This is an optimization exercise on Yosys and OpenROAD, whose aim is small area, a short achievable clock period and few clock cycles, not a production implementation.
Only simulation tests tie the RTL to the original design; equivalence was not proved.
Power and IR drop assume default switching activity.

## JAM
module JAM (
input CLK,
input RST,
output reg [2:0] W,
output reg [2:0] J,
input [6:0] Cost,
output reg [3:0] MatchCount,
output reg [9:0] MinCost,
output reg Valid );
For scale: about 5500 cells after synthesis, roughly 1400 flip-flops, roughly 30 I/O pins.
clock: 6.0 ns
lec_check: 0
cap_margin: 20
core_margin: 2
core_utilization: 40
cts_cluster_diameter: 90
cts_cluster_size: 28
setup_slack_margin: 3.4
slew_margin: 20
run.sh (not shown) runs the stock make flow with config.mk's settings and CLKGATE_MAP_FILE= SYNTH_SCRIPT=/design/flow/synth_recipe.tcl, a recipe that flattens the netlist after the stock synthesis.
The starting point finished clean.
Testbench counts at the start, summed over its fixed seeds: cycles 1,644.
Change:
--- a/flow/config.mk
+++ b/flow/config.mk
@@ -10,4 +10,5 @@
 export CORE_UTILIZATION = 40
-export CTS_CLUSTER_DIAMETER = 90
-export CTS_CLUSTER_SIZE = 28
+export CTS_CLUSTER_DIAMETER = 80
+export CTS_CLUSTER_SIZE = 24
+export GPL_ROUTABILITY_DRIVEN = 0
 export SETUP_SLACK_MARGIN = 3.4
What happened: The changed run went through all stages and came out clean. Setup slack gets better by 28 ps. Routed wire length goes down by 0.56%. Combinational power goes up by about 2%. Via count goes up by 0.67%. Die area is unchanged. Power goes up by 3.9%. Synthesized area is unchanged. Cell count goes up by 0.42%. Design area goes up by 0.87%.
Change:
==> flow/flow/run.sh (new file) <==
#!/bin/bash
# The standard layout, with the port buffers made of buf_4 cells instead of
# the library's default buffer (a slow delay cell).
set -euo pipefail
export BUFFER_PORTS_ARGS="-buffer_cell sky130_fd_sc_hd__buf_4"
bash standard.sh > standard.log 2>&1
==> flow/standard.sh (new file) <==
#!/bin/bash
# synth_recipe.tcl (not shown) runs the flow's synth.tcl, then flattens the netlist and writes it again
# the make line also repeats each setting of config.mk as NAME=value (left out here)
make -C /OpenROAD-flow-scripts/flow DESIGN_CONFIG=/design/flow/config.mk WORK_HOME=/design/flow/orfs CLKGATE_MAP_FILE= SYNTH_SCRIPT=/design/flow/synth_recipe.tcl "${@:-finish}"
--- a/flow/config.mk
+++ b/flow/config.mk
@@ -12,3 +12,2 @@
 export CTS_CLUSTER_SIZE = 24
-export GPL_ROUTABILITY_DRIVEN = 0
 export SETUP_SLACK_MARGIN = 3.4
removed: flow/run.sh
Outcome:
- setup slack stays flat
- sequential share of layout area barely changes
- clock-buffer cell count rose by 2

* * *

## lane 1
JAM, a different RTL version from the one above (not shown whole).
Size: about 5300 cells after synthesis, roughly 970 flip-flops, about 30 I/O pins, about 53000 sq um of cells after synthesis.
// JAM
module JAM (
input CLK,
input RST,
output reg [2:0] W,
output reg [2:0] J,
input [6:0] Cost,
output reg [3:0] MatchCount,
output reg [9:0] MinCost,
output reg Valid );
clock: 6.0 ns
lec_check: 0
cap_margin: 20
core_margin: 2
core_utilization: 40
setup_slack_margin: 2.5
slew_margin: 20
Stock flow here: none of the scripts above is used.
Lane 1 finished end to end and its layout was clean on timing, DRC and antenna.
Testbench counts of lane 1, summed over its fixed seeds: cycles 1,620.
#### Input delta (lane 2 over lane 1)
Settings: a change of SETUP_SLACK_MARGIN from 2.5 to 3.5.
==> comparison <==
Between lane 1 and lane 2, proportion of cell area occupied by registers decreased.
Sort lane 2 and lane 1 by register-to-register slack, descending, and lane 2 comes first.
Number of placed instances, taps included: lane 1 vs lane 2 — no meaningful difference
Per the comparison of lane 2 with lane 1, portion of the layout cell area used by clock cells shrank by 1.1 points; CTS buffer count shrank by about 4%.
Lane 2 vs lane 1 — violation count after the first detailed-route iteration rose 179.

* * *

Another version of the RTL of JAM (not shown whole).
For scale: about 1400 flip-flops, about 30 I/O pins.
export LEC_CHECK = 0
export CAP_MARGIN = 20
export CORE_MARGIN = 2
export CORE_UTILIZATION = 40
export CTS_CLUSTER_DIAMETER = 80
export CTS_CLUSTER_SIZE = 24
export SETUP_SLACK_MARGIN = 3.0
export SLEW_MARGIN = 20
create_clock -name core_clock -period 6.0 [get_ports {CLK}]
standard.sh (not shown) runs the stock make flow with config.mk's settings and CLKGATE_MAP_FILE= SYNTH_SCRIPT=/design/flow/synth_recipe.tcl, a recipe that flattens the netlist after the stock synthesis.
==> flow/flow/run.sh <==
#!/bin/bash
# The standard layout, with the port buffers made of buf_4 cells instead of
# the library's default buffer (a slow delay cell).
set -euo pipefail
export BUFFER_PORTS_ARGS="-buffer_cell sky130_fd_sc_hd__buf_4"
bash standard.sh > standard.log 2>&1
Testbench counts at the start, summed over its fixed seeds: cycles 1,644.
Edit:
==> flow/run.sh (new file) <==
#!/bin/bash
# synth_recipe.tcl (not shown) runs the flow's synth.tcl, then flattens the netlist and writes it again
# the make line also repeats each setting of config.mk as NAME=value (left out here)
make -C /OpenROAD-flow-scripts/flow DESIGN_CONFIG=/design/flow/config.mk WORK_HOME=/design/flow/orfs CLKGATE_MAP_FILE= SYNTH_SCRIPT=/design/flow/synth_recipe.tcl finish
removed: flow/flow/run.sh
removed: flow/standard.sh
Outcome:
- clock-buffer cell count falls by 1
- hold slack got worse by 0.0075 ns
- final cell count hardly moves
- combinational power barely changes
- worst setup slack is better by 0.032 ns
- power barely changes
- sequential cell count stays the same
- final area hardly moves

static timing again, ports no longer ideal:
Ports are ideal in the flow. The routed layouts listed here were re-timed in OpenROAD.
Step 1 sets driving cells, clkbuf_16 on the clock port and buf_2 on the other inputs (assumed; they add their load-dependent delay and slew).
Step 2 also shifts input and output timing later by t, the mid clock arrival at the registers, as if the neighbouring blocks saw the same clock.
Slacks: ideal / step 1 / step 2; pairs: ideal / step 1.
| run | t, ns | setup WS [ns] | worst setup path at the end | cell pins on the clock port's net |
|---|---|---|---|---|
| the first run of note 1 | 0.772 | 3.348 / 3.348 / 2.819 | input to register | 1 |
| the second run of note 1 | 0.767 | 3.376 / 3.376 / 2.775 | input to register | 1 |
| the third run of note 1 | 0.768 | 3.379 / 3.379 / 2.727 | input to register | 1 |
| lane 1 | 0.766 | 2.583 / 2.583 / 2.583 | register to register | 1 |
| lane 2 | 0.782 | 2.662 / 2.662 / 2.662 | register to register | 1 |
| the first run of note 3 | 0.787 | 3.094 / 3.094 / 2.477 | input to register | 1 |
| the second run of note 3 | 0.771 | 3.126 / 3.055 / 2.416 | input to register | 1 |
After both steps every run listed still meets setup and hold. The setup slack of the second run of note 3, which loses most, moves by -0.071 ns with the drivers and by -0.710 ns with both steps.
